Context: an optimization exercise on an open-source flow, tuned for small area. The choices shown serve that exercise and are no tape-out recipe.
In this exercise RTL edits were held to simulation tests only and were not proved equivalent to the original.

File: design/flow/run.sh
#!/bin/bash
# synth_recipe.tcl (not shown) runs the flow's synth.tcl, then flattens the netlist and writes it again
# the make line also repeats each setting of config.mk as NAME=value (left out here)
make -C /OpenROAD-flow-scripts/flow DESIGN_CONFIG=/design/flow/config.mk WORK_HOME=/design/flow/orfs CLKGATE_MAP_FILE= SYNTH_SCRIPT=/design/flow/synth_recipe.tcl finish
File: design/flow/config.mk
export PLATFORM = sky130hd
export DESIGN_NAME = ERM16_microprocessor
export DESIGN_NICKNAME = ERM16_microprocessor
export VERILOG_FILES = /design/flow/design.v
export SDC_FILE = /design/flow/constraint.sdc
export NUM_CORES = 4
export LEC_CHECK = 0
export ABC_AREA = 1
export CAP_MARGIN = 20
export CORE_MARGIN = 2
export CORE_UTILIZATION = 40
export CTS_BUF_LIST = sky130_fd_sc_hd__clkbuf_8
export CTS_CLUSTER_DIAMETER = 60
export CTS_CLUSTER_SIZE = 16
export SLEW_MARGIN = 20
File: design/flow/constraint.sdc
create_clock -name core_clock -period 30.0 [get_ports {clk}]
set_input_delay 6.0000 -clock core_clock [delete_from_list [all_inputs] [get_ports {clk}]]
set_output_delay 6.0000 -clock core_clock [all_outputs]
set_load 0.01 [all_outputs]
File: design/flow/design.v
module muxflags (input logic [5:0] DI, input logic [2:0] sel, output logic DO);
  always_comb begin
    case (sel)
      3'd0: DO = DI[0];
      3'd1: DO = DI[1];
      3'd3: DO = DI[3];
      3'd4: DO = DI[4];
      3'd5: DO = DI[5];
      default: DO = 1'b0;
    endcase
  end
endmodule
module reg_file (input logic clk, rst, input logic [2:0] RA1, RA2, WA3, input logic WE3,
                 input logic [15:0] WD3, output logic [15:0] RD1, RD2);
  logic [15:0] sram [0:7];
  logic [15:0] wd;
  logic [7:0]  en, s1, s2;
  assign wd = WD3 & {16{~rst}};
  always_comb begin
    for (int i = 0; i < 8; i++) begin
      en[i] = rst | (WE3 & (WA3 == 3'(i)));
      s1[i] = (RA1 == 3'(i));
      s2[i] = (RA2 == 3'(i));
    end
  end
  always_ff @(posedge clk) begin
    for (int i = 0; i < 8; i++)
      if (en[i]) sram[i] <= wd;
  end
  always_comb begin
    RD1 = 16'h0;
    RD2 = 16'h0;
    for (int i = 0; i < 8; i++) begin
      RD1 = RD1 | (sram[i] & {16{s1[i]}});
      RD2 = RD2 | (sram[i] & {16{s2[i]}});
    end
  end
endmodule
module alu16 (input logic [15:0] a, b, input logic [4:0] func, input logic f3in,
              input logic md_v, input logic [15:0] md_res,
              output logic [5:0] flagsout, output logic [15:0] y);
  logic is_logic, is_as, is_sub, is_rev, is_cmp;
  assign is_logic = func[4];
  assign is_as  = (func[4:1] == 4'b0000);
  assign is_sub = is_as & func[0];
  assign is_rev = (func == 5'b00101);
  assign is_cmp = (func == 5'b01000);
  logic [16:0] sum;
  logic [15:0] bx;
  assign bx = b ^ {16{func[0]}};
  always_comb begin
    logic c;
    c = f3in ^ func[0];
    for (int i = 0; i < 16; i++) begin
      sum[i] = a[i] ^ bx[i] ^ c;
      c = (a[i] & bx[i]) | (a[i] & c) | (bx[i] & c);
    end
    sum[16] = c;
  end
  logic [15:0] lg;
  always_comb
    for (int i = 0; i < 16; i++) lg[i] = func[{a[i], b[i]}];
  logic cmp_eq, cmp_lt;
  assign cmp_lt = (a[15:1] == 15'd0);
  assign cmp_eq = (a[15:2] == 14'd0) & a[1] & ~a[0];
  assign y = ({16{is_logic}} & lg)
           | ({16{is_as & ~md_v}} & sum[15:0])
           | ({16{md_v}}     & md_res)
           | ({16{is_rev}}   & {b[7:0], b[15:8]});
  assign flagsout[5] = is_cmp & cmp_eq;
  assign flagsout[4] = is_as & (sum[16] ^ func[0]);
  assign flagsout[3] = 1'b0;
  assign flagsout[2] = 1'b0;
  assign flagsout[1] = is_cmp & ~cmp_eq & ~cmp_lt;
  assign flagsout[0] = is_cmp & cmp_lt;
endmodule
module mdu_rows #(parameter int TLO = 0, THI = 15) (
  input  logic [TLO:0] rin, input logic [15-TLO:15-THI] abit, input logic [15:0] b, input logic b16, input logic mul,
  output logic [15-TLO:15-THI] q, output logic [THI+1:0] rout);
  logic [16:0] hz;    
  always_comb begin
    hz[16] = 1'b1;
    for (int k = 15; k >= 0; k--) hz[k] = hz[k+1] & ~b[k];
  end
  genvar t, k;
  generate for (t = TLO; t <= THI; t++) begin : row
    logic [t+1:0] s, yv, sm, r;
    logic [t+2:0] c;
    logic sel;
    assign s[0] = ~mul & abit[15-t];
    if (t == TLO) begin : f
      assign s[t+1:1] = rin;
    end else begin : n
      assign s[t+1:1] = row[t-1].r;
    end
    for (k = 0; k <= t + 1; k++) begin : bitk
      if (k < 16) begin : lo
        assign yv[k] = mul ? (abit[15-t] & b[k]) : ~b[k];
      end else begin : hi
        assign yv[k] = mul ? (abit[15-t] & b16) : 1'b1;
      end
    end
    assign c[0] = ~mul;
    for (k = 0; k <= t + 1; k++) begin : add
      assign sm[k] = s[k] ^ yv[k] ^ c[k];
      assign c[k+1] = (s[k] & yv[k]) | (s[k] & c[k]) | (yv[k] & c[k]);
    end
    assign q[15-t] = hz[t+1] & c[t+1];
    assign sel = mul | q[15-t];
    assign r = sel ? sm : s;
  end endgenerate
  assign rout = row[THI].r;
endmodule
module control_unit (
  input  logic [6:0] opcode, input logic clk, state_flag_bit, init,
  output logic wrmem, ioe, intreq, we3, rst, hlt, wrpc, pcen, prefix, jump, ch, ret, wrflags, seladdr,
  output logic [2:0] jsel, output logic [4:0] func, output logic [1:0] stwr,
  output logic [1:0] spc_b);
  localparam logic [4:0] ADD_OP=5'b00000, NOP_OP=5'b10000, CMP_OP=5'b01000;
  logic [5:0] c;
  logic e;
  logic [2:0] state;
  assign {c, e} = opcode;
  logic i_ldw, i_stw, i_mov, i_hlt, i_rst, i_int, i_in, i_out, i_ch, i_ret, i_cmp, i_j;
  logic c_mem, c_alu, c_jmp, c_jpos, c_jneg, c_def;
  assign i_ldw = (c == 6'd0);
  assign i_stw = (c == 6'd1);
  assign i_mov = (c == 6'd2);
  assign i_hlt = (c == 6'd3);
  assign i_rst = (c == 6'd4);
  assign i_int = (c == 6'd5);
  assign i_in  = (c == 6'd6);
  assign i_out = (c == 6'd7);
  assign i_ch  = (c == 6'd8);
  assign i_ret = (c == 6'd9);
  assign i_j   = (c == 6'd25);
  assign i_cmp = (c == 6'd38);
  assign c_mem = i_ldw | i_stw | i_int | i_in | i_out;
  assign c_alu = ((c >= 6'd10) && (c <= 6'd24)) | (c == 6'd39);
  assign c_jmp = (c >= 6'd25) && (c <= 6'd37);
  assign c_jpos = (c == 6'd26) | (c == 6'd28) | (c == 6'd30) | (c == 6'd32) | (c == 6'd34) | (c == 6'd35);
  assign c_jneg = (c == 6'd27) | (c == 6'd29) | (c == 6'd31) | (c == 6'd33) | (c == 6'd36) | (c == 6'd37);
  assign c_def = (c >= 6'd40);
  logic [4:0] alu_code;
  always_comb begin
    case (c)
      6'd10: alu_code = 5'b00000;  
      6'd11: alu_code = 5'b00001;  
      6'd12: alu_code = 5'b00010;  
      6'd13: alu_code = 5'b00011;  
      6'd39: alu_code = 5'b00100;  
      6'd14: alu_code = 5'b10101;  
      6'd15: alu_code = 5'b11110;  
      6'd16: alu_code = 5'b11000;  
      6'd17: alu_code = 5'b10001;  
      6'd18: alu_code = 5'b10111;  
      6'd19: alu_code = 5'b10110;  
      6'd20: alu_code = 5'b11001;  
      6'd21: alu_code = 5'b00110;  
      6'd24: alu_code = 5'b00101;  
      default: alu_code = 5'b00111;  
    endcase
  end
  logic [2:0] jcode;
  always_comb begin
    case (c)
      6'd26, 6'd27: jcode = 3'd5;
      6'd28, 6'd29: jcode = 3'd3;
      6'd30, 6'd31: jcode = 3'd4;
      6'd32, 6'd33: jcode = 3'd2;
      6'd34, 6'd36: jcode = 3'd1;
      default:      jcode = 3'd0;
    endcase
  end
  logic s0, s1, s2, s3, s4, s5;
  assign s0 = (state == 3'd0);
  assign s1 = (state == 3'd1);
  assign s2 = (state == 3'd2);
  assign s3 = (state == 3'd3);
  assign s4 = (state == 3'd4);
  assign s5 = (state == 3'd5);
  assign pcen = wrpc & ~(s3 & i_hlt);
  always_ff @(posedge clk, posedge init) begin
    if (init) begin
      func <= NOP_OP; wrmem <= 0; ioe <= 0; intreq <= 0; stwr <= 0; we3 <= 0; rst <= 1; wrpc <= 0;
      prefix <= 0; jump <= 0; ch <= 0; hlt <= 0; ret <= 0; spc_b <= 0; wrflags <= 0;
      jsel <= 0; seladdr <= 0; state <= 0;
    end else begin
      if ((s3 & (i_mov | i_rst | i_cmp | c_alu | c_def)) |
          (s4 & (i_ldw | i_stw | i_out | i_int | i_ret | i_j | c_jpos | c_jneg)) |
          (s5 & (i_ch | i_in)))
        state <= 3'd0;
      else if ((s3 & i_hlt) | hlt)
        state <= 3'd7;
      else
        state <= state + 3'd1;
      if (s0) func <= NOP_OP;
      else if (s1) func <= ADD_OP;
      else if (s3 & (c_mem | i_mov | i_ret | c_jmp)) func <= NOP_OP;
      else if (s3 & i_cmp) func <= CMP_OP;
      else if (s3 & c_alu) func <= alu_code;
      wrmem  <= s4 & i_stw;
      intreq <= s4 & i_int;
      if (s0) ioe <= 0; else if (s4 & (i_in | i_out)) ioe <= 1;
      if (s0) stwr <= 0;
      else if (s3 & i_mov) stwr <= e ? 2'd1 : 2'd2;
      else if (s3 & (i_ch | c_alu)) stwr <= 0;
      else if ((s4 & i_ldw) | (s5 & i_in)) stwr <= 2'd3;
      if (s0) we3 <= 0;
      else if ((s3 & (i_mov | c_alu)) | (s4 & (i_ldw | i_ch)) | (s5 & i_in)) we3 <= 1;
      if (s0) rst <= 0; else if (s3 & i_rst) rst <= 1;
      if (s0) wrpc <= 0;
      else if (s2) wrpc <= 1;
      else if (s3 & ~i_rst) wrpc <= 0;
      else if (s4 & (i_ret | i_j)) wrpc <= 1;
      else if (s4 & c_jpos) wrpc <= state_flag_bit;
      else if (s4 & c_jneg) wrpc <= ~state_flag_bit;
      else if (s5 & i_ch) wrpc <= 1;
      if (s0) prefix <= 0; else if (s3 & (i_ch | c_jmp)) prefix <= e; else if (s3 & i_ret) prefix <= 0;
      if (s0) jump <= 0; else if (s3 & (i_ch | i_ret | c_jmp)) jump <= 1;
      if (s0) ch <= 0; else if (s3 & i_ch) ch <= 1; else if (s4 & i_ch) ch <= 0;
      if (s0) hlt <= 0; else if (s3 & i_hlt) hlt <= 1;
      if (s0) ret <= 0; else if (s3 & i_ret) ret <= 1;
      if (s0) spc_b <= 0; else if (s1) spc_b <= 2; else if (s3 & c_alu) spc_b <= {1'b0, e};
      if (s0) wrflags <= 0; else if (s3 & (i_cmp | c_alu)) wrflags <= 1;
      if (s0) jsel <= 0; else if (s3 & c_jmp) jsel <= jcode;
      if (s0) seladdr <= 0; else if (s3 & c_mem) seladdr <= 1; else if (s4 & i_ldw) seladdr <= 0;
    end
  end
endmodule
module ERM16_microprocessor (input logic init,clk,input logic [15:0] DI,output logic [15:0] ADDR_BUS,DO,output logic wrmem,ioe,intreq);
  logic we3, rst, hlt, wrpc, pcen, prefix, jump, ch, ret, wrflags, seladdr, flagbit;
  logic [1:0] spc_b;
  logic [1:0] stwr;
  logic [4:0] func;
  logic [6:0]  q_ir;
  logic [8:0]  q_op;
  logic [15:0] RD1, RD2, a, b, imm, PC, A_ALU, B_ALU, y, WD3;
  logic bh;
  logic [2:0]  A1, A3;
  logic [5:0]  flags, flags_in;
  always_ff @(posedge clk) begin
    q_ir <= DI[15:9];
    q_op <= DI[8:0];
  end
  assign imm = {{10{q_op[5]}}, q_op[5:0]};
  assign A1  = ret ? 3'b111 : q_op[8:6];
  assign A3  = ch  ? 3'b111 : q_op[8:6];
  always_comb begin
    case (stwr)
      2'd1:    WD3 = imm;
      2'd2:    WD3 = b;
      2'd3:    WD3 = DI;
      default: WD3 = y;
    endcase
  end
  logic md_e, mul_e, sh_e;
  logic [15:0] boh, bin;
  logic b16e, bz;
  assign md_e  = (func == 5'b00010) | (func == 5'b00011) | (func == 5'b00100) | (func[4:1] == 4'b0011);
  assign mul_e = (func == 5'b00010) | (func == 5'b00110);
  assign sh_e  = (func[4:1] == 4'b0011);
  always_comb begin
    boh = 16'd0;
    if (B_ALU[15:4] == 12'd0) boh[B_ALU[3:0]] = 1'b1;
  end
  assign b16e = sh_e & (B_ALU == 16'd16);
  assign bin  = sh_e ? boh : B_ALU;
  logic v1, v2, m1, qs1, k1, a_stale, smul;
  logic [2:0] d1;
  logic [12:0] R;           
  logic [15:0] X;           
  logic [6:0]  rin0;
  logic [5:0]  abs;
  logic [15:10] qs;
  logic [12:0] rs;
  logic [3:0]  q3;
  logic [16:0] r3o;
  logic [15:0] mdres;
  assign smul = v1 ? m1 : mul_e;
  assign rin0 = v1 ? R[6:0] : 7'd0;
  assign abs  = v1 ? X[15:10] : a[15:10];
  mdu_rows #(6, 11)  mdus(.rin(rin0), .abit(abs), .b(bin), .b16(1'b0), .mul(smul), .q(qs), .rout(rs));
  mdu_rows #(12, 15) mdu3(.rin(R), .abit(X[15:12]), .b(b), .b16(bh), .mul(m1), .q(q3), .rout(r3o));
  always_ff @(posedge clk) begin
    v1 <= md_e;
    v2 <= v1 & ~rst;
    if (md_e) begin
      m1 <= mul_e; qs1 <= (func == 5'b00011) | (func == 5'b00111); k1 <= sh_e; d1 <= A3;
    end
    R <= rs;
    X <= {v1 ? X[9:0] : a[9:0], qs};
    a_stale <= (A1 == d1);
  end
  assign bz = (b == 16'd0);
  assign mdres = qs1 ? ((k1 & bz) ? 16'd0 : {X[11:0], q3}) : r3o[15:0];
  logic fwd1, rf_we;
  logic [2:0] rf_wa;
  logic [15:0] rf_wd;
  assign fwd1  = v2 & (A1 == d1);
  assign rf_we = (we3 & ~md_e) | v2;
  assign rf_wa = v2 ? d1 : A3;
  assign rf_wd = WD3;    
  reg_file regfile(.clk(clk), .rst(rst), .RA1(A1), .RA2(q_op[5:3]), .WA3(rf_wa), .WE3(rf_we), .WD3(rf_wd), .RD1(RD1), .RD2(RD2));
  always_ff @(posedge clk) begin
    if (rst) a <= 16'h0; else a <= fwd1 ? mdres : RD1;
    b <= (md_e | v1) ? bin : RD2;
    bh <= md_e ? b16e : bh;
  end
  assign A_ALU = wrflags ? a : PC;
  always_comb begin
    case (spc_b)
      2'd0:    B_ALU = b;
      2'd1:    B_ALU = imm;
      default: B_ALU = 16'd2;
    endcase
  end
  alu16 ALU(.a(A_ALU), .b(B_ALU), .func(func), .f3in(flags[3]), .md_v(v2), .md_res(mdres), .flagsout(flags_in), .y(y));
  always_ff @(posedge clk) begin
    if (rst) flags <= 6'h0;
    else if (wrflags) flags <= flags_in;
    else if (v2 & m1 & ~k1) flags[4] <= r3o[16];
    else if (v2 & m1 & k1) flags[3] <= r3o[16];
  end
  muxflags mux_Jcc(.DI(flags), .sel(jsel), .DO(flagbit));
  logic [2:0] jsel;
  always_ff @(posedge clk) begin
    if (rst) PC <= 16'h0;
    else if (pcen) PC <= jump ? (prefix ? imm : a) : y;
  end
  always_ff @(posedge clk) begin
    if (rst) ADDR_BUS <= 16'h0; else ADDR_BUS <= seladdr ? b : PC;
    if (rst) DO <= 16'h0; else if (!hlt) DO <= (v2 & a_stale) ? mdres : a;
  end
  control_unit cb(.opcode(q_ir), .clk(clk), .state_flag_bit(flagbit), .init(init),
    .wrmem(wrmem), .ioe(ioe), .intreq(intreq), .we3(we3), .rst(rst), .hlt(hlt), .wrpc(wrpc), .pcen(pcen),
    .prefix(prefix), .jump(jump), .ch(ch), .ret(ret), .wrflags(wrflags), .seladdr(seladdr),
    .jsel(jsel), .func(func), .stwr(stwr), .spc_b(spc_b));
endmodule
==> results of run 1 <==
[sequential cells by signal, indices dropped and copies added, names as in the netlist, 7 cells and up]
name and cells:
PC 16, a 16, q_ir 7, X 16
b 16, ADDR_BUS 16, DO 16, R 13
regfile.sram 128, q_op 9
[placed cells by master (no fill, tap or decap), types with 19 or more instances in the layout]
master | synthesis | final
a21oi_1 | 182 | 182
a221oi_1 | 34 | 34
a31oi_1 | 19 | 19
and2_1 | 19 | 19
buf_4 | 1 | 34
clkbuf_8 | 0 | 31
clkdlybuf4s50_1 | 0 | 52
dfrtp_1 | 26 | 26
dfxtp_1 | 138 | 138
edfxtp_1 | 135 | 135
fa_1 | 121 | 121
inv_1 | 396 | 402
nand2_1 | 566 | 566
nand3_1 | 143 | 143
nand4_1 | 22 | 22
nor2_1 | 125 | 121
nor3_1 | 30 | 28
o211ai_1 | 47 | 47
o21ai_0 | 281 | 272
o22ai_1 | 64 | 64
[layer usage]
metal | up-vias | track usage, % | routed length, um
met2 | 1159 | 47.2 | 36800
met1 | 9655 | 42.5 | 34700
met5 | - | 0 | 0
met3 | 242 | 6.09 | 8280
met4 | 0 | 15.2 | 4700
li1 | 8946 | - | -
[cells by family (layout without fill, tap and decap cells)]
logic type      Yosys count  count (layout)
simple gates            967             967
compound gates          701             701
buf+inv                 520             554
flops                   301             301
fa+ha+maj               136             136
xor+xnor                 17              17
mux                      13              13
[through the flow]
stage | cells | worst slack (ns) | hold WS (ns) | utilization, %
floorplan | 2655 | 5.36 | 0.425 | -
global placement | 3313 | 2.61 | 0.460 | 42.9
detailed placement | 3313 | 2.43 | 0.467 | 42.9
CTS | 3369 | 2.38 | 0.480 | 44.2
global route | 3369 | 0.695 | 0.494 | 44.2
finish | 3369 | 2.15 | 0.471 | 44.2
[final timing paths]
check	startpoint	end
min in group asynchronous	init	cb.spc_b[0]
hold / removal	DO[7]	DO[7]
hold reg to reg	DO[7]	DO[7]
setup / recovery	cb.func[1]	R[12]
max in group asynchronous	init	cb.func[4]
setup reg to reg	cb.func[1]	R[12]
[area by class of cell]
cell class | count | area, um^2 | share of cell area [%]
clock buffers | 31 | 427 | 1.88
flip-flops and latches | 301 | 7520 | 33.2
inverters | 412 | 1550 | 6.82
clock inverters | 25 | 251 | 1.11
multi-input cells | 1834 | 11300 | 49.8
repair buffers | 86 | 776 | 3.42
well taps | 680 | 851 | 3.75
[critical path: cells and delay by family (launching register included)]
| kind | cells | cell delay [ns] |
|---|---|---|
| AND/OR/NAND/NOR | 32 | 5.10 |
| AO/OA/AOI/OAI | 3 | 0.65 |
| adder cells (fa/ha/maj) | 50 | 18.57 |
| flip-flops | 1 | 0.43 |
| buffers and inverters | 19 | 2.98 |
==> summary.txt, run 1 <==
Status
  • Status: finished clean

Worst setup path
  • CP most frequent cell: fa_1
  • CP max stage cell: clkinv_1
  • Worst path max stage delay: 0.93 ns
  • Worst-case reg-to-reg path depth: 104
  • Worst path arrival time: 28.39 ns
  • Endpoint type of the worst setup path: flip-flop
  • CP max FO: 26
  • Setup CP Type: flip-flop to flip-flop
  • Data required, critical path: 30.54 ns
  • R2r setup slk: 2.15 ns
  • Startpoint types: flip-flop

Drt
  • Detailed Route WL: 84.5 mm
  • DRT Pass-1 Iters: 7
  • Vias per cell: 5.94
  • Routed len/inst: 25.1 um
  • Via Count: 20,000
  • DR iter-0 viols: 2,896
  • # DRC: 0
  • ANT nets after route: 0

Place
  • IO buf count: 52
  • RePlAce Congestion: 1.06
  • DP Area: 22,000 um^2
  • Post-detail-place hpwl: 63.5 mm

Logic synthesis
  • Mux cell area share after synthesis: 0.627%
  • Post-Synth Simple-Gate Area: 20.4%
  • Count of cell types in the netlist: 69
  • Synth top area share: 19.5%
  • FFs w/ async S/R, synth: 9.30%
  • Main flop type after synthesis: dfxtp_1
  • Synth warn: 8
  • Synth area leader: edfxtp_1
  • Sequential cell area fraction in the yosys report: 36.2%
  • Post-synthesis adder-cell area fraction: 12.6%
  • Combinational family with the most area after synthesis: simple AND/OR/NAND/NOR gates
  • Synth top cells by count: 566 x nand2_1, 396 x inv_1, 281 x o21ai_0
  • Cell with the most instances after synthesis: nand2_1
  • Compound-Gate Fraction of Synth Area: 19.9%
  • Syn nets: 2,809
  • #FFs+latches synth: 301
  • Dominant cells by area after synthesis: edfxtp_1 20%, dfxtp_1 13%, fa_1 12%, nand2_1 10%, inv_1 7.2%
  • Mapped Cells: 2,655
  • Post-synth EDFFs: 135
  • Post-synthesis xor/xnor area fraction: 0.717%
  • Mapped Area: 20,800 um^2
  • Syn_area_per_cell: 7.82 um^2

Timing
  • Least-Margin Pin Slew: 1.12 ns
  • Rel. slew slack: 25.0%
  • Hold Fails Final Rpt: 0
  • Fmax: 35.9 MHz
  • Layout Skew: 0.0719 ns
  • Unrepaired setup endpoints after global routing: no
  • Part of the cycle the worst path needs: 92.8%
  • Max Transition Viols Final: 0
  • Final setup fails: 0
  • Post-layout min period: 27.85 ns
  • Setup TNS Final: 0 ns

Layout
  • Area delta synth->final: 9.13%
  • Diodes inserted: 0
  • Fillers: 5,185
  • Share of cells above drive strength 1: 5.91%
  • Fin area: 22,700 um^2
  • Nets@finish: 2,819

Die
  • Die W: 232 um
  • Io pins: 53
  • Die Area: 53,800 um^2
  • Die height: 232 um
  • Rows: 83
  • Core Box Area: 51,300 um^2
  • Starting Density: 40.5%

Min path
  • Worst Hold Depth: 2
  • Worst hold path class: flip-flop to flip-flop

Clock tree
  • CTS tree: built
  • Clock Latency Late Sink: 0.69 ns
  • Clock input transition at the sequential cells of the worst setup and hold paths: 0.10 ns
  • CTS Buf Count: 30
  • PostCTS Resize Cnt: 0
  • Sink Count: 301
  • Root buf cell: clkbuf_8
  • CTS H-tree lvls: 1
  • Clk buf depth: 3
  • Post-CTS setup buffers: 0
  • Hold buffer count at cts: 0

Global routing
  • Pin count of the biggest net entering global routing: 65
  • GR Util All Layers: 31.1%
  • First-pass GRT wire length: 124 mm
  • Vias in the first global route: 19,000
  • Initial antenna violation count: 2
  • Overflow after GRT: 0

Flow run
  • Max_cap viols: 0
==> run 2, diff against run 1 <==
--- a/design/flow/config.mk
+++ b/design/flow/config.mk
@@ -10,6 +10,6 @@
 export CORE_MARGIN = 2
 export CORE_UTILIZATION = 40
-export CTS_BUF_LIST = sky130_fd_sc_hd__clkbuf_8
-export CTS_CLUSTER_DIAMETER = 60
-export CTS_CLUSTER_SIZE = 16
+export CTS_BUF_LIST = sky130_fd_sc_hd__clkbuf_16
+export CTS_CLUSTER_DIAMETER = 80
+export CTS_CLUSTER_SIZE = 24
 export SLEW_MARGIN = 20
==> run 2 against run 1 <==
Against the previous run:
- cell area up 0.42%
- synthesized cell count unchanged
- area after synthesis did not move
==> summary.txt, run 2 <==
Status
  • Status: finished clean

Logic synthesis
  • Synth top cells by count: 566 x nand2_1, 396 x inv_1, 281 x o21ai_0
  • Synth area leader: edfxtp_1
  • Dominant cells by area after synthesis: edfxtp_1 20%, dfxtp_1 13%, fa_1 12%, nand2_1 10%, inv_1 7.2%
  • Syn_area_per_cell: 7.82 um^2 (unchanged)
  • FFs w/ async S/R, synth: 9.30% (unchanged)
  • Count of cell types in the netlist: 69 (unchanged)
  • Mapped Area: 20,800 um^2 (unchanged)
  • Synth top area share: 19.5% (unchanged)
  • Mapped Cells: 2,655 (unchanged)
  • Syn nets: 2,809 (unchanged)
  • Sequential cell area fraction in the yosys report: 36.2% (unchanged)
  • Cell with the most instances after synthesis: nand2_1
  • Post-synth EDFFs: 135 (unchanged)
  • #FFs+latches synth: 301 (unchanged)
  • Synth warn: 8 (unchanged)
  • Main flop type after synthesis: dfxtp_1

Worst setup path
  • Worst path max stage delay: 0.93 ns (about the same)
  • Data required, critical path: 30.47 ns (-0.07 ns)
  • Worst r2r src: cb.func[1]
  • CP max stage cell: clkinv_1
  • Setup crit start: cb.func[1]
  • CP max FO: 26 (unchanged)
  • Crit path max-delay family: adder cells
  • Startpoint types: flip-flop
  • Setup CP Type: flip-flop to flip-flop
  • Endpoint type of the worst setup path: flip-flop
  • CP most frequent cell: fa_1
  • Worst path bufs/invs: 19 (unchanged)
  • Worst path arrival time: 28.31 ns (-0.08 ns)

Timing
  • Final WS setup: 2.15 ns (+0.00522 ns)
  • Rel. slew slack: 24.7% (-0.23 points)
  • Final setup fails: 0 (unchanged)
  • Least-Margin Pin Slew: 1.13 ns (+0.00340 ns)
  • Max Transition Viols Final: 0 (unchanged)
  • Layout Skew: 0.0360 ns (-0.0359 ns)
  • Unrepaired setup endpoints after global routing: no
  • Setup TNS Final: 0 ns (unchanged)
  • Worst hold slack: 0.469 ns (-0.00181 ns)
  • Part of the cycle the worst path needs: 92.8% (about the same)
  • Fmax: 35.9 MHz (about the same)
  • Hold Fails Final Rpt: 0 (unchanged)
  • Post-layout min period: 27.85 ns (-0.00522 ns)

Flow run
  • Max_cap viols: 0 (unchanged)

Drt
  • DRT met1 WL: 34.2 mm (-1.4%)
  • DRT Pass-1 Iters: 8 (+1)
  • Routed len/inst: 25.2 um (+0.45%)
  • Met2 routed WL: 36.6 mm (-0.66%)
  • Met3 WL post-DR: 8.68 mm (+4.9%)
  • ANT nets after route: 0 (unchanged)
  • # DRC: 0 (unchanged)
  • DR iter-0 viols: 2,901 (+0.17%)
  • Vias per cell: 5.94 (about the same)
  • Highest routed layer: met5
  • Detailed Route WL: 84.6 mm (about the same)
  • Via Count: 19,900 (-0.37%)

Die
  • Starting Density: 40.5% (unchanged)
  • Io pins: 53 (unchanged)
  • Die height: 232 um (unchanged)
  • Core Box Area: 51,300 um^2 (unchanged)
  • Die Area: 53,800 um^2 (unchanged)
  • Die W: 232 um (unchanged)
  • Rows: 83 (unchanged)

Global routing
  • Initial antenna violation count: 4 (+2)
  • Vias in the first global route: 18,900 (-0.21%)
  • GR Util All Layers: 31.1% (-0.044 points)
  • First-pass GRT wire length: 124 mm (-0.27%)
  • Pin count of the biggest net entering global routing: 65 (unchanged)
  • Overflow after GRT: 0 (unchanged)

Clock tree
  • PostCTS Resize Cnt: 0 (unchanged)
  • Post-CTS setup buffers: 0 (unchanged)
  • CTS Buf Count: 23 (-23%)
  • Clk buf depth: 3 (unchanged)
  • Hold buffer count at cts: 0 (unchanged)
  • Root buf cell: clkbuf_16
  • CTS tree: built
  • Clock input transition at the sequential cells of the worst setup and hold paths: 0.08 ns (-0.02 ns)
  • CTS H-tree lvls: 1 (unchanged)
  • Sink Count: 301 (unchanged)
  • Clock Latency Late Sink: 0.59 ns (-0.10 ns)

Layout
  • Area delta synth->final: 9.59%
  • Share of cells above drive strength 1: 5.53% (-0.38 points)
  • Top reg by flops: regfile.sram
  • Commonest non-fill, non-tap cell in the layout: nand2_1
  • Number of flip-flops in the largest register: 128 (unchanged)
  • Nets@finish: 2,812 (-0.25%)
  • Most frequent cells in the layout: 566 x nand2_1, 397 x inv_1, 272 x o21ai_0

Place
  • IO buf count: 52 (unchanged)
  • RePlAce Congestion: 1.06 (unchanged)
  • Post-detail-place hpwl: 63.5 mm (unchanged)
  • DP Worst Slack: 2.43 ns (unchanged)

Min path
  • Worst hold path class: flip-flop to flip-flop
  • Min-delay src: DO[7]
## run 2: cell counts after synthesis
No cell type changed its count.
## run 2: final cells by class
class / instances / area, um^2
Timing Repair Buffer: 86 / 776
Antenna cell: 1 / 2.50
Multi-Input combinational cell: 1834 / 11300
Sequential cell: 301 / 7520
Clock buffer: 23 / 576
Clock inverter: 19 / 195
Inverter: 412 / 1550
Tap cell: 680 / 851
Fill cell: 5162 / 28500
## run 2: cells by family (layout without fill, tap and decap cells)
family	count (synthesis)	in the layout	share of synthesized area, %
simple gates	967	967	20.4
buf+inv	520	540	9.54
mux	13	13	0.627
fa+ha+maj	136	136	12.6
compound gates	701	701	19.9
flops	301	301	36.2
other cells	0	1	0
xor+xnor	17	17	0.717
## run 2: metal layers
layer	up-vias	GRT usage, %
met5	-	0
met4	2	16.0
met3	250	6.93
met2	1171	47.2
met1	9559	41.5
li1	8945	-
## run 2: through the flow
stage	instance area (um^2)	util (%)	std cells
2_1_floorplan	20800	-	2655
3_3_place_gp	22000	42.9	3313
3_5_place_dp	22000	42.9	3313
4_1_cts	22800	44.4	3355
5_1_grt	22800	44.4	3355
6_report	22800	44.4	3356
## run 2: path summary, 6_finish.rpt
path | endpoint | slack [ns] | depth (start not counted)
worst max-delay path | R[12] | 2.15 | 104
worst min-delay path | DO[7] | 0.47 | 2
worst max register to register | R[12] | 2.15 | 104
worst min register to register | DO[7] | 0.47 | 2
max in group asynchronous | cb.func[4] | 23.89 | 3
min in group asynchronous | cb.we3 | 5.80 | 3
## run 2: worst register-to-register path, delay by kind of cell (launching register included)
kind / cells / cell delay (ns)
compound gates: 3 / 0.68
simple gates: 32 / 5.10
fa+ha+maj: 50 / 18.57
flops: 1 / 0.42
buf+inv: 19 / 3.02
==> run 3, diff against run 2 <==
==> design/flow/flow/run.sh (new file) <==
#!/bin/bash
# The standard layout (standard.sh, unchanged), with the input and output port buffers
# made from the smallest buffer cell instead of the flow's default. Every port still gets
# its own buffer. All of make's output goes to standard_flow.log in this folder.
set -euo pipefail
export BUFFER_PORTS_ARGS="-buffer_cell sky130_fd_sc_hd__buf_1"
bash standard.sh > standard_flow.log 2>&1
==> design/flow/standard.sh (new file) <==
#!/bin/bash
# synth_recipe.tcl (not shown) runs the flow's synth.tcl, then flattens the netlist and writes it again
# the make line also repeats each setting of config.mk as NAME=value (left out here)
make -C /OpenROAD-flow-scripts/flow DESIGN_CONFIG=/design/flow/config.mk WORK_HOME=/design/flow/orfs CLKGATE_MAP_FILE= SYNTH_SCRIPT=/design/flow/synth_recipe.tcl "${@:-finish}"
--- a/design/flow/config.mk
+++ b/design/flow/config.mk
@@ -10,6 +10,6 @@
 export CORE_MARGIN = 2
 export CORE_UTILIZATION = 40
-export CTS_BUF_LIST = sky130_fd_sc_hd__clkbuf_16
-export CTS_CLUSTER_DIAMETER = 80
-export CTS_CLUSTER_SIZE = 24
+export CTS_BUF_LIST = sky130_fd_sc_hd__clkbuf_8
+export CTS_CLUSTER_DIAMETER = 60
+export CTS_CLUSTER_SIZE = 16
 export SLEW_MARGIN = 20
removed: design/flow/run.sh
==> run 3 against run 2 <==
Against the previous run:
- still clean
- core utilization down 0.93 points
- count of clock-buffer cells in the layout up 6
- worst hold slack better by 0.0054 ns
- final cell count up 0.51%
- die area unchanged
- critical path depth unchanged
- area after synthesis unchanged
- setup slack worse by 0.25 ns
- critical path type unchanged
==> summary.txt, run 3 <==
Logic synthesis
  • Synth top area share: 19.5% (unchanged)
  • FFs w/ async S/R, synth: 9.30% (unchanged)
  • Syn nets: 2,809 (unchanged)
  • Post-synth EDFFs: 135 (unchanged)
  • Mapped Cells: 2,655 (unchanged)
  • Synth top cells by count: 566 x nand2_1, 396 x inv_1, 281 x o21ai_0
  • Count of cell types in the netlist: 69 (unchanged)
  • Mapped Area: 20,800 um^2 (unchanged)
  • Syn_area_per_cell: 7.82 um^2 (unchanged)
  • #FFs+latches synth: 301 (unchanged)
  • Main flop type after synthesis: dfxtp_1
  • Sequential cell area fraction in the yosys report: 36.2% (unchanged)
  • Dominant cells by area after synthesis: edfxtp_1 20%, dfxtp_1 13%, fa_1 12%, nand2_1 10%, inv_1 7.2%
  • Synth area leader: edfxtp_1
  • Cell with the most instances after synthesis: nand2_1
  • Synth warn: 8 (unchanged)

Timing
  • Rel. slew slack: 23.2% (-1.5 points)
  • Max Transition Viols Final: 0 (unchanged)
  • Part of the cycle the worst path needs: 93.7% (+0.84 points)
  • Fmax: 35.6 MHz (-0.90%)
  • Setup TNS Final: 0 ns (unchanged)
  • Final setup fails: 0 (unchanged)
  • Final WS setup: 1.90 ns (-0.253 ns)
  • Worst hold slack: 0.475 ns (+0.00543 ns)
  • Post-layout min period: 28.10 ns (+0.253 ns)
  • Least-Margin Pin Slew: 1.15 ns (+0.0232 ns)
  • Unrepaired setup endpoints after global routing: no
  • Layout Skew: 0.0364 ns (+0.000344 ns)
  • Hold Fails Final Rpt: 0 (unchanged)

Layout
  • Most frequent cells in the layout: 566 x nand2_1, 403 x inv_1, 273 x o21ai_0
  • Area delta synth->final: 7.28%
  • Area occupied by multi-input gates: 11,300 um^2 (about the same)
  • Util after Layout: 43.4% (-0.93 points)
  • Number of flip-flops in the largest register: 128 (unchanged)
  • Fillers: 5,237 (+1.5%)
  • Top reg by flops: regfile.sram
  • Commonest non-fill, non-tap cell in the layout: nand2_1
  • Seq. cell area: 7520 um^2 (unchanged)
  • Share of cells above drive strength 1: 5.88% (+0.34 points)
  • Fin area: 22,300 um^2 (-2.1%)
  • Nets@finish: 2,820 (+0.28%)
  • Non-filler instance count after layout: 3,373 (+0.51%)

Drt
  • Vias per cell: 5.97 (+0.50%)
  • # DRC: 0 (unchanged)
  • ANT nets after route: 0 (unchanged)
  • Via Count: 20,100 (+1.0%)
  • DRT Pass-1 Iters: 8 (unchanged)
  • DR iter-0 viols: 2,848 (-1.8%)
  • Detailed Route WL: 83.6 mm (-1.2%)
  • Routed len/inst: 24.8 um (-1.7%)

Worst setup path
  • Worst r2r src: cb.func[1]
  • CP most frequent cell: fa_1
  • Setup CP Type: flip-flop to flip-flop
  • R2R Path End: R[12]
  • CP max FO: 26 (unchanged)
  • Worst-case reg-to-reg path depth: 104 (unchanged)
  • Crit path to: R[12]
  • Startpoint types: flip-flop
  • Data required, critical path: 30.54 ns (+0.07 ns)
  • R2r setup slk: 1.90 ns (-0.25 ns)
  • Worst path max stage delay: 0.96 ns (+0.03 ns)
  • Endpoint type of the worst setup path: flip-flop
  • Setup crit start: cb.func[1]
  • Worst path arrival time: 28.64 ns (+0.33 ns)
  • CP max stage cell: clkinv_1

Clock tree
  • Clock Latency Late Sink: 0.66 ns (+0.07 ns)
  • CTS Buf Count: 29 (+26%)
  • PostCTS Resize Cnt: 0 (unchanged)
  • Clock input transition at the sequential cells of the worst setup and hold paths: 0.09 ns (about the same)
  • Sink Count: 301 (unchanged)
  • CTS tree: built
  • Post-CTS setup buffers: 0 (unchanged)
  • Hold buffer count at cts: 0 (unchanged)
  • CTS H-tree lvls: 1 (unchanged)
  • Clk buf depth: 3 (unchanged)
  • Root buf cell: clkbuf_8

Place
  • RePlAce Congestion: 1.06 (-0.38%)
  • DP Worst Slack: 2.25 ns (-0.187 ns)
  • DP Area: 21,700 um^2 (-1.4%)
  • Placed insts: 3,315 (+0.060%)
  • Post-detail-place hpwl: 63.3 mm (-0.23%)
  • IO buf count: 52 (unchanged)

Global routing
  • GR Util All Layers: 30.6% (-0.49 points)
  • Pin count of the biggest net entering global routing: 65 (unchanged)
  • Initial antenna violation count: 2 (-2)
  • First-pass GRT wire length: 122 mm (-0.98%)
  • Vias in the first global route: 19,100 (+0.78%)
  • Overflow after GRT: 0 (unchanged)

Die
  • Rows: 83 (unchanged)
  • Core Box Area: 51,300 um^2 (unchanged)
  • Io pins: 53 (unchanged)
  • Die Area: 53,800 um^2 (unchanged)
  • Starting Density: 40.5% (unchanged)
  • Die W: 232 um (unchanged)
  • Die height: 232 um (unchanged)

Min path
  • Worst hold path class: flip-flop to flip-flop
  • Min-delay src: DO[9]

Status
  • Status: finished clean

Flow run
  • Max_cap viols: 0 (unchanged)
[run 3: per-layer routing]
| layer | global-route usage [%] | routed length [um] | up-vias |
|---|---|---|---|
| met5 | 0 | 13 | - |
| met4 | 15.0 | 4730 | 2 |
| met3 | 5.99 | 8460 | 249 |
| met2 | 46.1 | 35900 | 1160 |
| met1 | 42.0 | 34500 | 9751 |
| li1 | - | - | 8967 |
[run 3: worst min path at each step]
stage / endpoint / slack (ns) / cells after the start
after floorplan: X[11] / 0.43 / 2
after global placement: X[12] / 0.45 / 2
after detailed placement: X[12] / 0.46 / 2
after CTS: DO[1] / 0.48 / 2
after global routing: DO[9] / 0.50 / 2
final: DO[9] / 0.47 / 2
[run 3: cell type report]
type                    instances  share of cell area, %
diodes                          4                 0.0449
clock buffers                  29                   1.79
clock inverters                25                  0.904
inverters                     412                   6.94
multi-input cells            1834                   50.7
flip-flops and latches        301                   33.8
well taps                     680                   3.82
repair buffers                 88                   2.09
[run 3: cells by family after synthesis]
logic type,count (synthesis),synth area share [%]
simple gates,967,20.4
fa+ha+maj,136,12.6
compound gates,701,19.9
xor+xnor,17,0.717
buf+inv,520,9.54
mux,13,0.627
flops,301,36.2
[run 3: critical path, delay by kind of cell, from the launching register on]
kind,cells,cell delay [ns]
compound gates,3,0.94
buf+inv,19,3.01
flops,1,0.44
simple gates,32,5.13
fa+ha+maj,50,18.46
==> run 4, diff against run 3 <==
--- a/design/flow/design.v
+++ b/design/flow/design.v
@@ -60,5 +60,5 @@
   logic [15:0] lg;
   always_comb
-    for (int i = 0; i < 16; i++) lg[i] = func[{a[i], b[i]}];
+    for (int i = 0; i < 16; i++) lg[i] = b[i] ? (a[i] ? func[3] : func[1]) : (a[i] ? func[2] : func[0]);
   logic cmp_eq, cmp_lt;
   assign cmp_lt = (a[15:1] == 15'd0);
@@ -261,8 +261,6 @@
   assign mul_e = (func == 5'b00010) | (func == 5'b00110);
   assign sh_e  = (func[4:1] == 4'b0011);
-  always_comb begin
-    boh = 16'd0;
-    if (B_ALU[15:4] == 12'd0) boh[B_ALU[3:0]] = 1'b1;
-  end
+  always_comb
+    for (int i = 0; i < 16; i++) boh[i] = (B_ALU[15:4] == 12'd0) && (B_ALU[3:0] == 4'(i));
   assign b16e = sh_e & (B_ALU == 16'd16);
   assign bin  = sh_e ? boh : B_ALU;
==> run 4 against run 3 <==
Against the previous run:
- non-clock buffer count up 9
- still clean
- count of clock-buffer cells in the layout increased by 5
- register-to-register slack gained 0.34 ns
- die area increased by 0.38%
- core utilization increased by 0.35 points
- first-iteration DRC count is 3.1% lower
- final cell count increased by 0.42%
- critical endpoint is now regfile.sram[3][4]
- highest routed layer unchanged
- area after synthesis grew 0.39%
==> summary.txt, run 4 <==
Logic synthesis
  • Mux cell area share after synthesis: 0.630% (+0.0036 points)
  • Combinational family with the most area after synthesis: simple AND/OR/NAND/NOR gates
  • Syn nets: 2,814 (+0.18%)
  • #FFs+latches synth: 301 (unchanged)
  • Synth top area share: 19.4% (-0.075 points)
  • Synth warn: 8 (unchanged)
  • Post-synthesis adder-cell area fraction: 12.0% (-0.58 points)
  • Post-synthesis xor/xnor area fraction: 1.46% (+0.75 points)
  • Sequential cell area fraction in the yosys report: 36.1% (-0.14 points)
  • Cell with the most instances after synthesis: nand2_1
  • Mapped Area: 20,800 um^2 (+0.39%)
  • Mapped Cells: 2,667 (+0.45%)
  • Dominant cells by area after synthesis: edfxtp_1 19%, dfxtp_1 13%, nand2_1 12%, fa_1 11%, o21ai_0 7.5%
  • Post-synth EDFFs: 135 (unchanged)
  • Main flop type after synthesis: dfxtp_1
  • FFs w/ async S/R, synth: 9.30% (unchanged)
  • Compound-Gate Fraction of Synth Area: 19.7% (-0.20 points)
  • Syn_area_per_cell: 7.82 um^2 (about the same)
  • Count of cell types in the netlist: 72 (+4.3%)
  • Synth top cells by count: 650 x nand2_1, 334 x inv_1, 314 x o21ai_0
  • Synth area leader: edfxtp_1
  • Post-Synth Simple-Gate Area: 21.3% (+0.91 points)

Die
  • Io pins: 53 (unchanged)
  • Die Area: 54,000 um^2 (+0.38%)
  • Die W: 232 um (+0.19%)
  • Core Box Area: 51,400 um^2 (+0.20%)
  • Starting Density: 40.6% (+0.074 points)
  • Die height: 232 um (+0.19%)
  • Rows: 83 (unchanged)

Clock tree
  • CTS tree: built
  • CTS H-tree lvls: 1 (unchanged)
  • CTS Buf Count: 31 (+6.9%)
  • Sink Count: 301 (unchanged)
  • Clock input transition at the sequential cells of the worst setup and hold paths: 0.11 ns (+0.02 ns)
  • PostCTS Resize Cnt: 0 (unchanged)
  • Hold buffer count at cts: 0 (unchanged)
  • Root buf cell: clkbuf_8
  • Post-CTS setup buffers: 0 (unchanged)
  • Clk buf depth: 3 (unchanged)
  • Clock Latency Late Sink: 0.68 ns (+0.02 ns)

Drt
  • Routed len/inst: 25.4 um (+2.7%)
  • DRT Pass-1 Iters: 8 (unchanged)
  • Vias per cell: 5.91 (-0.95%)
  • # DRC: 0 (unchanged)
  • Via Count: 20,000 (-0.54%)
  • DR iter-0 viols: 2,761 (-3.1%)
  • Detailed Route WL: 86.2 mm (+3.1%)
  • ANT nets after route: 0 (unchanged)

Timing
  • Hold Fails Final Rpt: 0 (unchanged)
  • Unrepaired setup endpoints after global routing: no
  • Fmax: 36.0 MHz (+1.2%)
  • Post-layout min period: 27.76 ns (-0.344 ns)
  • Setup TNS Final: 0 ns (unchanged)
  • Part of the cycle the worst path needs: 92.5% (-1.1 points)
  • Least-Margin Pin Slew: 1.15 ns (-0.000146 ns)
  • Final setup fails: 0 (unchanged)
  • Rel. slew slack: 23.3% (+0.082 points)
  • Max Transition Viols Final: 0 (unchanged)
  • Layout Skew: 0.0494 ns (+0.0130 ns)

Global routing
  • Initial antenna violation count: 1 (-1)
  • GR Util All Layers: 31.5% (+0.85 points)
  • Pin count of the biggest net entering global routing: 50 (-23%)
  • First-pass GRT wire length: 126 mm (+2.5%)
  • Vias in the first global route: 19,100 (+0.26%)
  • Overflow after GRT: 0 (unchanged)

Place
  • Post-detail-place hpwl: 64.4 mm (+1.8%)
  • RePlAce Congestion: 1.01 (-4.4%)
  • IO buf count: 52 (unchanged)

Layout
  • Area delta synth->final: 7.96%
  • Nets@finish: 2,828 (+0.28%)
  • Util after Layout: 43.8% (+0.35 points)
  • Number of flip-flops in the largest register: 128 (unchanged)
  • Most frequent cells in the layout: 650 x nand2_1, 338 x inv_1, 305 x o21ai_0
  • Top reg by flops: regfile.sram
  • Share of cells above drive strength 1: 7.87% (+2.0 points)
  • Commonest non-fill, non-tap cell in the layout: nand2_1

Flow run
  • Max_cap viols: 0 (unchanged)

Worst setup path
  • Setup CP Type: flip-flop to flip-flop
  • Worst path max stage delay: 0.67 ns (-0.29 ns)
  • Data required, critical path: 30.35 ns (-0.19 ns)
  • CP max stage cell: o21ai_0
  • CP most frequent cell: fa_1
  • Worst path arrival time: 28.11 ns (-0.53 ns)
  • CP max FO: 24 (-7.7%)
  • Endpoint type of the worst setup path: flip-flop
  • Startpoint types: flip-flop

Min path
  • Worst hold path class: flip-flop to flip-flop

Status
  • Status: finished clean
run 4: cell count changes after synthesis, sizes merged, moves of 17 or more:
cell | before | now
a21oi | 183 | 127
a221oi | 34 | 58
inv | 409 | 351
nand2 | 581 | 681
nand3 | 153 | 107
nor2 | 135 | 172
o211ai | 47 | 30
o21ai | 286 | 341
o22ai | 64 | 28
run 4: layout make-up:
type / count / area (um^2)
Fill cell: 5254 / 28900
Timing Repair Buffer: 97 / 533
Sequential cell: 301 / 7520
Multi-Input combinational cell: 1892 / 11500
Clock buffer: 34 / 468
Clock inverter: 24 / 238
Antenna cell: 1 / 2.50
Inverter: 358 / 1350
Tap cell: 680 / 851
run 4: logic make-up after synthesis:
group | Yosys count
xor+xnor | 34
simple gates | 1032
buf+inv | 474
fa+ha+maj | 129
flops | 301
compound gates | 684
mux | 13
run 4: path summary, 6_finish.rpt:
| check | startpoint | to | slack [ns] | depth (start not counted) |
|---|---|---|---|---|
| min in group asynchronous | init | cb.stwr[0] | 5.38 | 2 |
| max in group asynchronous | init | cb.state[2] | 24.19 | 2 |
| max | m1 | regfile.sram[3][4] | 2.24 | 81 |
| min | DO[10] | DO[10] | 0.47 | 2 |
| min reg2reg | DO[10] | DO[10] | 0.47 | 2 |
| max reg2reg | m1 | regfile.sram[3][4] | 2.24 | 81 |
run 4: critical path: cells and delay by family (launching register included):
kind,cells,cell delay [ns]
flops,1,0.38
simple gates,12,2.13
fa+ha+maj,53,21.33
mux,1,0.30
compound gates,7,1.53
buf+inv,8,1.77
run 4: through the flow:
step / setup slack [ns] / cells / instance area [um^2] / hold WS (ns)
3_5_place_dp: 2.19 / 3328 / 21800 / 0.460
6_report: 2.24 / 3387 / 22500 / 0.473
4_1_cts: 2.19 / 3386 / 22500 / 0.476
5_1_grt: 1.38 / 3386 / 22500 / 0.489
3_3_place_gp: 2.40 / 3328 / 21800 / 0.458
2_1_floorplan: 5.13 / 2667 / 20800 / 0.423
run 4: routing by layer:
layer / share of wire [%] / wire [um] / GRT usage (%) / vias up
li1: - / - / - / 8969
met2: 44 / 37800 / 48.5 / 1189
met1: 42 / 35800 / 43.3 / 9653
met5: 0.016 / 14 / 0 / -
met4: 4.5 / 3850 / 12.7 / 2
met3: 10 / 8680 / 6.05 / 207
==> run 5, diff against run 4 <==
--- a/design/flow/config.mk
+++ b/design/flow/config.mk
@@ -7,5 +7,5 @@
 export LEC_CHECK = 0
 export ABC_AREA = 1
-export CAP_MARGIN = 20
+export CAP_MARGIN = 5
 export CORE_MARGIN = 2
 export CORE_UTILIZATION = 40
@@ -13,3 +13,3 @@
 export CTS_CLUSTER_DIAMETER = 60
 export CTS_CLUSTER_SIZE = 16
-export SLEW_MARGIN = 20
+export SLEW_MARGIN = 5
==> run 5 against run 4 <==
Against the previous run:
- die area is the same
- worst hold slack is essentially flat
- maximum frequency shrank 0.46%
- sequential cell count is the same
- still clean on timing, DRC and antenna
- global-route usage is the same
- count of clock-buffer cells in the layout is the same
- core utilization is essentially flat
- cell area is essentially flat
- final cell count is the same
- area after synthesis is the same
==> summary.txt, run 5 <==
Clock tree
  • Hold buffer count at cts: 0 (unchanged)
  • Clk buf depth: 3 (unchanged)
  • Post-CTS setup buffers: 0 (unchanged)
  • CTS Buf Count: 31 (unchanged)
  • CTS H-tree lvls: 1 (unchanged)
  • Clock Latency Late Sink: 0.68 ns (about the same)
  • Root buf cell: clkbuf_8
  • Clock input transition at the sequential cells of the worst setup and hold paths: 0.11 ns (about the same)
  • CTS tree: built
  • PostCTS Resize Cnt: 0 (unchanged)
  • Sink Count: 301 (unchanged)

Worst setup path
  • R2R Path End: regfile.sram[3][4]
  • CP max FO: 24 (unchanged)
  • Worst path arrival time: 28.24 ns (+0.13 ns)
  • Worst path bufs/invs: 8 (unchanged)
  • R2r setup slk: 2.12 ns (-0.13 ns)
  • CP most frequent cell: fa_1
  • Data required, critical path: 30.35 ns (about the same)
  • CP max stage cell: o21ai_0
  • Startpoint types: flip-flop
  • Crit path max-delay family: adder cells
  • Worst r2r src: m1
  • Worst path max stage delay: 0.67 ns (about the same)
  • Setup CP Type: flip-flop to flip-flop
  • Endpoint type of the worst setup path: flip-flop
  • Worst-case reg-to-reg path depth: 81 (unchanged)

Drt
  • Vias per cell: 5.93 (+0.25%)
  • Detailed Route WL: 86.1 mm (about the same)
  • DRT Pass-1 Iters: 6 (-2)
  • Via Count: 20,100 (+0.25%)
  • DR iter-0 viols: 2,684 (-2.8%)
  • ANT nets after route: 0 (unchanged)
  • Routed len/inst: 25.4 um (about the same)
  • # DRC: 0 (unchanged)

Place
  • IO buf count: 52 (unchanged)
  • Placed insts: 3,328 (unchanged)
  • RePlAce Congestion: 1.01 (unchanged)
  • DP Worst Slack: 2.19 ns (unchanged)
  • Post-detail-place hpwl: 64.4 mm (unchanged)

Layout
  • Util after Layout: 43.8% (about the same)
  • Share of cells above drive strength 1: 7.80% (-0.074 points)
  • Most frequent cells in the layout: 650 x nand2_1, 339 x inv_1, 306 x o21ai_0
  • Top reg by flops: regfile.sram
  • Commonest non-fill, non-tap cell in the layout: nand2_1
  • Area delta synth->final: 7.95% (about the same)
  • Number of flip-flops in the largest register: 128 (unchanged)
  • Fillers: 5,253 (-0.019%)
  • Nets@finish: 2,828 (unchanged)
  • Non-filler instance count after layout: 3,387 (unchanged)

Global routing
  • Vias in the first global route: 19,100 (unchanged)
  • GR Util All Layers: 31.5% (unchanged)
  • Pin count of the biggest net entering global routing: 50 (unchanged)
  • Overflow after GRT: 0 (unchanged)
  • Initial antenna violation count: 1 (unchanged)
  • First-pass GRT wire length: 126 mm (unchanged)

Min path
  • Min-delay src: DO[10]
  • Worst hold path class: flip-flop to flip-flop
  • WHS Endpoint: DO[10]
  • Worst Hold Depth: 2 (unchanged)

Timing
  • Setup TNS Final: 0 ns (unchanged)
  • Fmax: 35.9 MHz (-0.46%)
  • Least-Margin Pin Slew: 1.17 ns (+0.0242 ns)
  • Part of the cycle the worst path needs: 92.9% (+0.42 points)
  • Unrepaired setup endpoints after global routing: no
  • Post-layout min period: 27.88 ns (+0.127 ns)
  • Layout Skew: 0.0535 ns (+0.00406 ns)
  • Final setup fails: 0 (unchanged)
  • Hold Fails Final Rpt: 0 (unchanged)
  • Max Transition Viols Final: 0 (unchanged)
  • Final WS setup: 2.12 ns (-0.127 ns)
  • Rel. slew slack: 20.8% (-2.4 points)

Logic synthesis
  • Dominant cells by area after synthesis: edfxtp_1 19%, dfxtp_1 13%, nand2_1 12%, fa_1 11%, o21ai_0 7.5%
  • Cell with the most instances after synthesis: nand2_1
  • Count of cell types in the netlist: 72 (unchanged)
  • Mapped Area: 20,800 um^2 (unchanged)
  • Synth top area share: 19.4% (unchanged)
  • Syn nets: 2,814 (unchanged)
  • Post-synth EDFFs: 135 (unchanged)
  • Synth warn: 8 (unchanged)
  • Sequential cell area fraction in the yosys report: 36.1% (unchanged)
  • Syn_area_per_cell: 7.82 um^2 (unchanged)
  • #FFs+latches synth: 301 (unchanged)
  • Synth area leader: edfxtp_1
  • Synth top cells by count: 650 x nand2_1, 334 x inv_1, 314 x o21ai_0
  • Mapped Cells: 2,667 (unchanged)
  • Main flop type after synthesis: dfxtp_1
  • FFs w/ async S/R, synth: 9.30% (unchanged)

Flow run
  • Max_cap viols: 0 (unchanged)

Die
  • Starting Density: 40.6% (unchanged)
  • Die W: 232 um (unchanged)
  • Core Box Area: 51,400 um^2 (unchanged)
  • Die Area: 54,000 um^2 (unchanged)
  • Io pins: 53 (unchanged)
  • Die height: 232 um (unchanged)
  • Rows: 83 (unchanged)

Status
  • Status: finished clean
run 5: final cells by class:
class | instances | area, um^2 | area share (%)
Clock buffer | 34 | 468 | 2.08
Multi-Input combinational cell | 1892 | 11500 | 51.3
Clock inverter | 24 | 238 | 1.06
Antenna cell | 1 | 2.50 | 0.0111
Timing Repair Buffer | 97 | 533 | 2.37
Inverter | 358 | 1350 | 5.99
Sequential cell | 301 | 7520 | 33.4
Tap cell | 680 | 851 | 3.78
run 5: cell families (layout without fill, tap and decap cells):
logic type	Yosys count	after routing	share of synthesized area, %
AND/OR/NAND/NOR	1032	1032	21.3
AO/OA/AOI/OAI	684	684	19.7
buffers and inverters	474	513	8.79
flip-flops	301	301	36.1
adder cells (fa/ha/maj)	129	129	12.0
XOR/XNOR	34	34	1.46
multiplexers	13	13	0.630
other	0	1	0
run 5: worst reg2reg max path, delay by kind of cell, from the launching register on:
kind / cells / cell delay (ns)
AO/OA/AOI/OAI: 7 / 1.54
adder cells (fa/ha/maj): 53 / 21.33
buffers and inverters: 8 / 1.80
flip-flops: 1 / 0.38
multiplexers: 1 / 0.31
AND/OR/NAND/NOR: 12 / 2.24
run 5: layer usage:
| layer | GRT usage (%) | vias up | routed length, um | share of wire, % |
|---|---|---|---|---|
| met4 | 12.7 | 2 | 3870 | 4.5 |
| met1 | 43.3 | 9649 | 36000 | 42 |
| met5 | 0 | - | 14 | 0.016 |
| li1 | - | 8978 | - | - |
| met2 | 48.5 | 1220 | 38000 | 44 |
| met3 | 6.05 | 221 | 8280 | 9.6 |
run 5: worst max-delay path by stage:
stage	from	endpoint	slack (ns)	cells past startpoint
floorplan	m1	regfile.sram[0][6]	5.13	83
global placement	m1	regfile.sram[4][4]	2.40	81
detailed placement	m1	regfile.sram[3][4]	2.19	81
CTS	m1	regfile.sram[3][4]	2.19	81
global route	m1	regfile.sram[2][2]	1.19	81
finish	m1	regfile.sram[3][4]	2.12	81
run 5: per-stage QoR:
| stage | hold WS [ns] | instance area (um^2) |
|---|---|---|
| after floorplan | 0.423 | 20800 |
| after global placement | 0.458 | 21800 |
| after detailed placement | 0.460 | 21800 |
| after CTS | 0.476 | 22500 |
| after global routing | 0.489 | 22500 |
| final | 0.473 | 22500 |
==> run 6, diff against run 5 <==
==> design/flow/run.sh (new file) <==
#!/bin/bash
# synth_recipe.tcl (not shown) runs the flow's synth.tcl, then flattens the netlist and writes it again
# the make line also repeats each setting of config.mk as NAME=value (left out here)
make -C /OpenROAD-flow-scripts/flow DESIGN_CONFIG=/design/flow/config.mk WORK_HOME=/design/flow/orfs CLKGATE_MAP_FILE= SYNTH_SCRIPT=/design/flow/synth_recipe.tcl finish
--- a/design/flow/config.mk
+++ b/design/flow/config.mk
@@ -7,5 +7,5 @@
 export LEC_CHECK = 0
 export ABC_AREA = 1
-export CAP_MARGIN = 5
+export CAP_MARGIN = 20
 export CORE_MARGIN = 2
 export CORE_UTILIZATION = 40
@@ -13,3 +13,3 @@
 export CTS_CLUSTER_DIAMETER = 60
 export CTS_CLUSTER_SIZE = 16
-export SLEW_MARGIN = 5
+export SLEW_MARGIN = 20
removed: design/flow/flow/run.sh
removed: design/flow/standard.sh
==> run 6 against run 5 <==
Against the previous run:
- core utilization grew 0.67 points
- worst hold slack lost 0.0062 ns
- highest routed layer unchanged
- cell area grew 1.5%
- first-iteration DRC count shrank 6.2%
- clock skew shrank 0.0066 ns
- still clean
- routed wire length shrank 0.39%
==> summary.txt, run 6 <==
Drt
  • ANT nets after route: 0 (unchanged)
  • Vias per cell: 5.90 (-0.42%)
  • Detailed Route WL: 85.8 mm (-0.39%)
  • Routed len/inst: 25.3 um (-0.39%)
  • Via Count: 20,000 (-0.42%)
  • DRT Pass-1 Iters: 8 (+2)
  • DR iter-0 viols: 2,518 (-6.2%)
  • # DRC: 0 (unchanged)

Logic synthesis
  • Combinational family with the most area after synthesis: simple AND/OR/NAND/NOR gates
  • Synth top cells by count: 650 x nand2_1, 334 x inv_1, 314 x o21ai_0
  • Dominant cells by area after synthesis: edfxtp_1 19%, dfxtp_1 13%, nand2_1 12%, fa_1 11%, o21ai_0 7.5%
  • Post-Synth Simple-Gate Area: 21.3% (unchanged)
  • #FFs+latches synth: 301 (unchanged)
  • Post-synth EDFFs: 135 (unchanged)
  • Cell with the most instances after synthesis: nand2_1
  • Synth warn: 8 (unchanged)
  • Post-synthesis xor/xnor area fraction: 1.46% (unchanged)
  • Mapped Area: 20,800 um^2 (unchanged)
  • Sequential cell area fraction in the yosys report: 36.1% (unchanged)
  • Mux cell area share after synthesis: 0.630% (unchanged)
  • Synth top area share: 19.4% (unchanged)
  • Syn nets: 2,814 (unchanged)
  • Post-synthesis adder-cell area fraction: 12.0% (unchanged)
  • Count of cell types in the netlist: 72 (unchanged)
  • Compound-Gate Fraction of Synth Area: 19.7% (unchanged)
  • Main flop type after synthesis: dfxtp_1
  • Synth area leader: edfxtp_1
  • Syn_area_per_cell: 7.82 um^2 (unchanged)
  • Mapped Cells: 2,667 (unchanged)
  • FFs w/ async S/R, synth: 9.30% (unchanged)

Clock tree
  • Clock input transition at the sequential cells of the worst setup and hold paths: 0.10 ns (about the same)
  • Root buf cell: clkbuf_8
  • Clock Latency Late Sink: 0.70 ns (+0.02 ns)
  • PostCTS Resize Cnt: 0 (unchanged)
  • CTS tree: built
  • CTS H-tree lvls: 1 (unchanged)
  • CTS Buf Count: 30 (-3.2%)
  • Clk buf depth: 3 (unchanged)
  • Hold buffer count at cts: 0 (unchanged)
  • Sink Count: 301 (unchanged)
  • Post-CTS setup buffers: 0 (unchanged)

Global routing
  • Overflow after GRT: 0 (unchanged)
  • GR Util All Layers: 31.5% (+0.059 points)
  • Vias in the first global route: 19,000 (-0.55%)
  • Pin count of the biggest net entering global routing: 52 (+4.0%)
  • Initial antenna violation count: 2 (+1)
  • First-pass GRT wire length: 126 mm (+0.21%)

Status
  • Status: finished clean

Timing
  • Least-Margin Pin Slew: 1.13 ns (-0.0451 ns)
  • Max Transition Viols Final: 0 (unchanged)
  • Final setup fails: 0 (unchanged)
  • Part of the cycle the worst path needs: 90.5% (-2.4 points)
  • Post-layout min period: 27.15 ns (-0.732 ns)
  • Layout Skew: 0.0469 ns (-0.00656 ns)
  • Setup TNS Final: 0 ns (unchanged)
  • Worst hold slack: 0.467 ns (-0.00615 ns)
  • Unrepaired setup endpoints after global routing: no
  • Fmax: 36.8 MHz (+2.7%)
  • Hold Fails Final Rpt: 0 (unchanged)
  • Rel. slew slack: 24.1% (+3.3 points)

Worst setup path
  • CP most frequent cell: fa_1
  • Setup CP Type: flip-flop to flip-flop
  • Endpoint type of the worst setup path: flip-flop
  • CP max FO: 30 (+25%)
  • Worst path arrival time: 27.54 ns (-0.70 ns)
  • Startpoint types: flip-flop
  • Worst path max stage delay: 0.49 ns (-0.18 ns)
  • CP max stage cell: fa_1
  • Data required, critical path: 30.39 ns (+0.04 ns)

Place
  • Post-detail-place hpwl: 64.0 mm (-0.66%)
  • Placed insts: 3,331 (+0.090%)
  • DP Area: 22,100 um^2 (+1.6%)
  • RePlAce Congestion: 1.01 (-0.30%)
  • IO buf count: 52 (unchanged)

Layout
  • Nets@finish: 2,830 (+0.071%)
  • Seq. cell area: 7520 um^2 (unchanged)
  • Share of cells above drive strength 1: 7.80% (unchanged)
  • Non-filler instance count after layout: 3,387 (unchanged)
  • Commonest non-fill, non-tap cell in the layout: nand2_1
  • Fin area: 22,800 um^2 (+1.5%)
  • Area delta synth->final: 9.60%
  • Number of flip-flops in the largest register: 128 (unchanged)
  • Fillers: 5,163 (-1.7%)
  • Area occupied by multi-input gates: 11,500 um^2 (unchanged)
  • Most frequent cells in the layout: 650 x nand2_1, 339 x inv_1, 306 x o21ai_0
  • Top reg by flops: regfile.sram

Min path
  • Worst hold path class: flip-flop to flip-flop

Die
  • Rows: 83 (unchanged)
  • Die W: 232 um (unchanged)
  • Starting Density: 40.6% (unchanged)
  • Io pins: 53 (unchanged)
  • Core Box Area: 51,400 um^2 (unchanged)
  • Die Area: 54,000 um^2 (unchanged)
  • Die height: 232 um (unchanged)

Flow run
  • Max_cap viols: 0 (unchanged)
run 6: logic make-up after synthesis:
group,count (synthesis)
adder cells (fa/ha/maj),129
AND/OR/NAND/NOR,1032
AO/OA/AOI/OAI,684
XOR/XNOR,34
multiplexers,13
buffers and inverters,474
flip-flops,301
run 6: final cells by class:
type | instances | area share (%)
inverter | 358 | 5.90
sequential | 301 | 32.9
clock inverter | 23 | 1.15
tap | 680 | 3.72
antenna | 1 | 0.0110
clock buffer | 32 | 1.93
multi-input combinational | 1892 | 50.5
timing repair buffer | 100 | 3.86
run 6: critical path, delay by kind of cell, from the launching register on:
family / cells / cell delay (ns)
fa+ha+maj: 54 / 21.80
simple gates: 13 / 1.74
buf+inv: 9 / 1.65
compound gates: 7 / 1.25
flops: 1 / 0.37
run 6: per-stage QoR:
stage	worst slack, ns	utilization, %
2_1_floorplan	5.13	-
3_3_place_gp	3.51	43.1
3_5_place_dp	3.32	43.1
4_1_cts	3.24	44.4
5_1_grt	2.05	44.4
6_report	2.85	44.4
run 6: metal layers:
| layer | vias to the layer above | track usage [%] | part of all wire, % |
|---|---|---|---|
| li1 | 8979 | - | - |
| met1 | 9611 | 42.5 | 41 |
| met2 | 1152 | 47.5 | 43 |
| met3 | 241 | 7.06 | 9.8 |
| met4 | 2 | 15.7 | 6.0 |
| met5 | - | 0 | 0.015 |
run 6: worst paths after layout:
check | from | to | slack [ns] | cells past startpoint
max in group asynchronous | init | cb.state[2] | 23.86 | 2
worst min register to register | cb.alu_code[1] | cb.func[1] | 0.47 | 2
worst max register to register | m1 | regfile.sram[0][8] | 2.85 | 83
worst max-delay path | m1 | regfile.sram[0][8] | 2.85 | 83
worst min-delay path | cb.alu_code[1] | cb.func[1] | 0.47 | 2
min in group asynchronous | init | cb.ch | 5.72 | 2

-- separate check: timing with driven ports --
In the flow no input, the clock included, has a driving cell. The finished layouts below were timed again as built, in two steps.
Step 1 assumes that a clkbuf_16 drives the clock port and a buf_2 every other input.
Step 2, shift: input delay + t, output delay - t, t = (earliest + latest rising clock arrival at the registers) / 2. This alone moves slack from input paths to output paths.
Slacks: ideal ports / drivers / drivers and shift; pairs: ideal ports / drivers.
| run | t, ns | slack for setup (ns) | worst hold slack (ns) | worst register clock-pin slew, ns |
|---|---|---|---|---|
| run 1 | 0.711 | 2.148 / 2.148 / 2.148 | 0.471 / 0.471 / 0.471 | 0.11 / 0.11 |
| run 2 | 0.631 | 2.153 / 2.153 / 2.153 | 0.469 / 0.469 / 0.469 | 0.10 / 0.10 |
| run 3 | 0.697 | 1.900 / 1.900 / 1.900 | 0.475 / 0.475 / 0.475 | 0.11 / 0.11 |
| run 4 | 0.708 | 2.244 / 2.244 / 2.244 | 0.473 / 0.473 / 0.473 | 0.11 / 0.11 |
| run 5 | 0.711 | 2.117 / 2.117 / 2.117 | 0.473 / 0.473 / 0.473 | 0.11 / 0.11 |
| run 6 | 0.725 | 2.849 / 2.849 / 2.849 | 0.467 / 0.467 / 0.467 | 0.11 / 0.11 |
After both steps setup and hold are still met in every run listed.
